Source: an optimization exercise on an open RTL-to-GDS flow (aim: small area, a short achievable clock period and few clock cycles). Production flows keep margins and buffers that such runs may drop. Only simulation tests tie the RTL to the original design; equivalence was not proved. Power figures rest on the tool's default switching activity, not on a simulated workload.

## JK
==> module mat_trans, before the edit <==
module mat_trans (
    input clk,
    input rstn,
    input in_req,
    input in_vld,
    input out_ack,
    input wire [31:0] in_data,
    output in_ack,
    output reg out_req,
    output reg out_vld,
    output reg [31:0] out_data
);
reg vq;
reg [31:0] dq;
reg in_ack_q;
reg fr_on;           
reg fr_in;           
reg fr_out;          
reg st_full;         
reg mode;
reg [5:0] c;         
reg c0_q, c63_q;     
reg [7:0] sel;       
reg o_on;            
reg [5:0] o_n;       
reg [7:0] osel;      
reg [7:0] lt;        
reg can_q;           
reg fl_q;            
reg [7:0] en_q;      
reg [7:0] hd_q;      
reg [3:0] par_i;
reg [3:0] par_o;
assign in_ack = in_ack_q;
wire in_grant  = in_req & in_ack_q;
wire out_grant = out_req & out_ack;
wire ld      = o_on & fr_on & fr_out & can_q;
wire ld_g    = out_grant & fr_on & fr_out & c0_q & !o_on;
wire step    = (vq & fr_in) | fl_q;
wire fr_last = step & c63_q;
wire open    = (fr_last | !fr_on) & (st_full | in_grant);
wire o_last  = (o_n == 6'd63);
wire [7:0] sel_inc  = (mode | (c[2:0] == 3'd7)) ? {sel[6:0], sel[7]} : sel;
wire [7:0] osel_inc = (mode | (o_n[2:0] == 3'd7)) ? {osel[6:0], osel[7]} : osel;
wire c62 = (c == 6'd62);
wire fr_on_n   = open | (fr_on & !fr_last);
wire fr_in_n   = open ? in_grant : (fr_in | in_grant);
wire fr_out_n  = open ? st_full : (fr_out & !(ld & o_last));
wire st_full_n = open ? in_grant : (st_full | in_grant);
wire mode_n    = mode ^ open;
wire [5:0] c_n = open ? 6'd0 : (step ? c + 6'd1 : c);
wire c0_n      = open | (c0_q & !step);
wire c63_n     = !open & (step ? c62 : c63_q);
wire [7:0] sel_n = open ? 8'd1 : (step ? sel_inc : sel);
wire pend_n    = in_grant | (out_req & !out_grant);
wire o_on_n    = out_grant | (o_on & !(ld & o_last));
wire [5:0] o_n_n = out_grant ? {5'd0, ld_g} : (ld ? o_n + 6'd1 : o_n);
wire [7:0] osel_n = open ? 8'd1 :
                    out_grant ? ((ld_g & mode) ? 8'd2 : 8'd1) :
                    ld ? osel_inc : osel;
wire on_low0_n = out_grant ? !ld_g : (ld ? (o_n[2:0] == 3'd7) : (o_n[2:0] == 3'd0));
wire [7:0] lt_n = (open | out_grant) ? {7'd0, ld_g} :
                  (ld & !step) ? {lt[6:0], 1'b1} :
                  (step & !ld) ? {1'b0, lt[7:1]} : lt;
wire can_n = mode_n ? !lt_n[7] : (!lt_n[0] | on_low0_n);
wire [7:0] lt_f = out_grant ? {7'd0, ld_g} :
                  (ld & !fl_q) ? {lt[6:0], 1'b1} :
                  (fl_q & !ld) ? {1'b0, lt[7:1]} : lt;
wire fl_n = fr_on & !fr_in & !in_grant & !(fl_q & c63_q) &
            (fl_q | (o_on_n & fr_out_n & (mode ? lt_f[7] : lt_f[0])));
always @(posedge clk or negedge rstn) begin
    if (!rstn) begin
        fr_on <= 1'b0; fr_in <= 1'b0; fr_out <= 1'b0; st_full <= 1'b0;
        mode <= 1'b0; c <= 6'd0; c0_q <= 1'b1; c63_q <= 1'b0; sel <= 8'd1;
        out_req <= 1'b0; in_ack_q <= 1'b0;
        o_on <= 1'b0; o_n <= 6'd0; osel <= 8'd1; lt <= 8'd0; can_q <= 1'b0;
        out_vld <= 1'b0; fl_q <= 1'b0; en_q <= 8'd0; hd_q <= 8'hff;
        par_i <= 4'd0; par_o <= 4'd0; vq <= 1'b0;
    end else begin
        fr_on <= fr_on_n; fr_in <= fr_in_n; fr_out <= fr_out_n;
        st_full <= st_full_n; mode <= mode_n; c <= c_n;
        c0_q <= c0_n; c63_q <= c63_n; sel <= sel_n;
        out_req <= pend_n;
        in_ack_q <= !pend_n & (!fr_on_n | (!fr_in_n & c0_n & !fl_n) |
                               (fr_in_n & c63_n & in_vld));
        o_on <= o_on_n; o_n <= o_n_n; osel <= osel_n; lt <= lt_n; can_q <= can_n;
        out_vld <= ld | ld_g;
        fl_q <= fl_n;
        vq <= in_vld;
        en_q <= sel_n & {8{(in_vld & fr_on_n & fr_in_n) | fl_n}};
        hd_q <= ~(sel_n & {8{(in_vld & fr_on_n & fr_in_n) | fl_n}});
        par_i <= ~par_i;
        par_o <= ~par_o;
    end
end
always @(posedge clk) dq <= in_data;
wire [31:0] head [0:7];
genvar k;
generate for (k = 0; k < 8; k = k + 1) begin : g_ch
    spram u_ch (.clk(clk), .en(en_q[k]), .hold(hd_q[k]), .din(dq ^ {{8{par_i[3]}}, {8{par_i[2]}}, {8{par_i[1]}}, {8{par_i[0]}}}), .dout(head[k]));
end endgenerate
reg [31:0] omux;
integer j;
always @(*) begin
    omux = 32'd0;
    for (j = 0; j < 8; j = j + 1) omux = omux | (head[j] & {32{osel[j]}});
end
always @(posedge clk) out_data <= omux ^ {{8{par_o[3]}}, {8{par_o[2]}}, {8{par_o[1]}}, {8{par_o[0]}}};
endmodule
Settings: LEC_CHECK=0, ABC_CLOCK_PERIOD_IN_PS=2000, CAP_MARGIN=20, CORE_MARGIN=2, CORE_UTILIZATION=68, CTS_CLUSTER_DIAMETER=80, CTS_CLUSTER_SIZE=30, PLACE_DENSITY=0.8, SETUP_SLACK_MARGIN=3.8, SLEW_MARGIN=20; clock period 6.0 ns.
run.sh (not shown) runs the stock make flow with config.mk's settings and CLKGATE_MAP_FILE= SYNTH_SCRIPT=/design/flow/synth_recipe.tcl, a recipe that flattens the netlist after the stock synthesis.
Testbench counts of JK, summed over its fixed seeds: cycles 21,800.
Relative to JK, the following input files were edited for MS:
--- a/flow/design.v
+++ b/flow/design.v
@@ -66,11 +66,12 @@
 wire mode_n    = mode ^ open;
 wire [5:0] c_n = open ? 6'd0 : (step ? c + 6'd1 : c);
 wire c0_n      = open | (c0_q & !step);
 wire c63_n     = !open & (step ? c62 : c63_q);
 wire [7:0] sel_n = open ? 8'd1 : (step ? sel_inc : sel);
-wire pend_n    = in_grant | (out_req & !out_grant);
+wire in_last   = in_vld & fr_in & c63_n;
+wire pend_n    = in_last | (out_req & !out_grant);
 wire o_on_n    = out_grant | (o_on & !(ld & o_last));
 wire [5:0] o_n_n = out_grant ? {5'd0, ld_g} : (ld ? o_n + 6'd1 : o_n);
 wire [7:0] osel_n = open ? 8'd1 :
                     out_grant ? ((ld_g & mode) ? 8'd2 : 8'd1) :
                     ld ? osel_inc : osel;
@@ -95,12 +96,11 @@
     end else begin
         fr_on <= fr_on_n; fr_in <= fr_in_n; fr_out <= fr_out_n;
         st_full <= st_full_n; mode <= mode_n; c <= c_n;
         c0_q <= c0_n; c63_q <= c63_n; sel <= sel_n;
         out_req <= pend_n;
-        in_ack_q <= !pend_n & (!fr_on_n | (!fr_in_n & c0_n & !fl_n) |
-                               (fr_in_n & c63_n & in_vld));
+        in_ack_q <= !pend_n & (!fr_on_n | (!fr_in_n & c0_n & !fl_n));
         o_on <= o_on_n; o_n <= o_n_n; osel <= osel_n; lt <= lt_n; can_q <= can_n;
         out_vld <= ld | ld_g;
         fl_q <= fl_n;
         vq <= in_vld;
         en_q <= sel_n & {8{(in_vld & fr_on_n & fr_in_n) | fl_n}};
Notes after the runs:
- In terms of port buffer count, JK and MS differ only marginally.
- Worst setup slack delta for MS relative to JK: 0.011 ns lower
- Run comparison: MS slowest library cell on the worst path sky130_fd_sc_hd__dfrtp_1; JK slowest library cell on the worst path sky130_fd_sc_hd__dfrtp_2
- Looking at MS and JK, the cell count after placement is a wash.
- On multi-input combinational cell count, MS and JK are basically level.
- Comparing reported combinational group power for MS and JK, the smaller number came from JK.
- MS against JK: global-route wire length before repair fell by about 1%, post-synthesis sequential area ratio did not really move, final standard cell area without fillers held steady, global routing usage summed across all routing layers down 0.36 points, number of standard cells in the final layout excluding fillers saw an increase.
- On synthesis-to-finish area growth, MS and JK are basically level.
- Changes observed in MS relative to JK: via count of the first global-routing pass level; met3 routing resource usage after global routing moved up.
Testbench counts of MS, summed over its fixed seeds: cycles 21,960.

re-timing with driven ports:
How much do the figures lean on ideal ports? The routed layouts below were timed once more, with nothing changed but the port constraints.
Step 1 (the two cells are an assumption about what drives the block):
set clk [get_ports {clk}]
set_driving_cell -lib_cell sky130_fd_sc_hd__clkbuf_16 $clk
set_driving_cell -lib_cell sky130_fd_sc_hd__buf_2 [delete_from_list [all_inputs] $clk]
Step 2 moves the port delays by t, midway between the first and last clock arrival at a register: inputs arrive t later, outputs are due t later. That takes back most of the time a late clock gives input paths.
a / b / c = ideal / step 1 / step 2; a / b = the first two.
run	t, ns	slack for setup (ns)	clock arrival spread, ns	worst register clock-pin slew, ns	worst data-port slew with drivers (ns)
JK	0.736	3.583 / 3.514 / 3.181	0.032 / 0.032	0.12 / 0.12	0.04
MS	0.738	3.572 / 3.502 / 3.184	0.029 / 0.029	0.11 / 0.11	0.04
After both steps every run listed still meets setup and hold. For JK, which loses most, drivers alone change the setup slack by -0.069 ns; drivers and shift together by -0.402 ns.
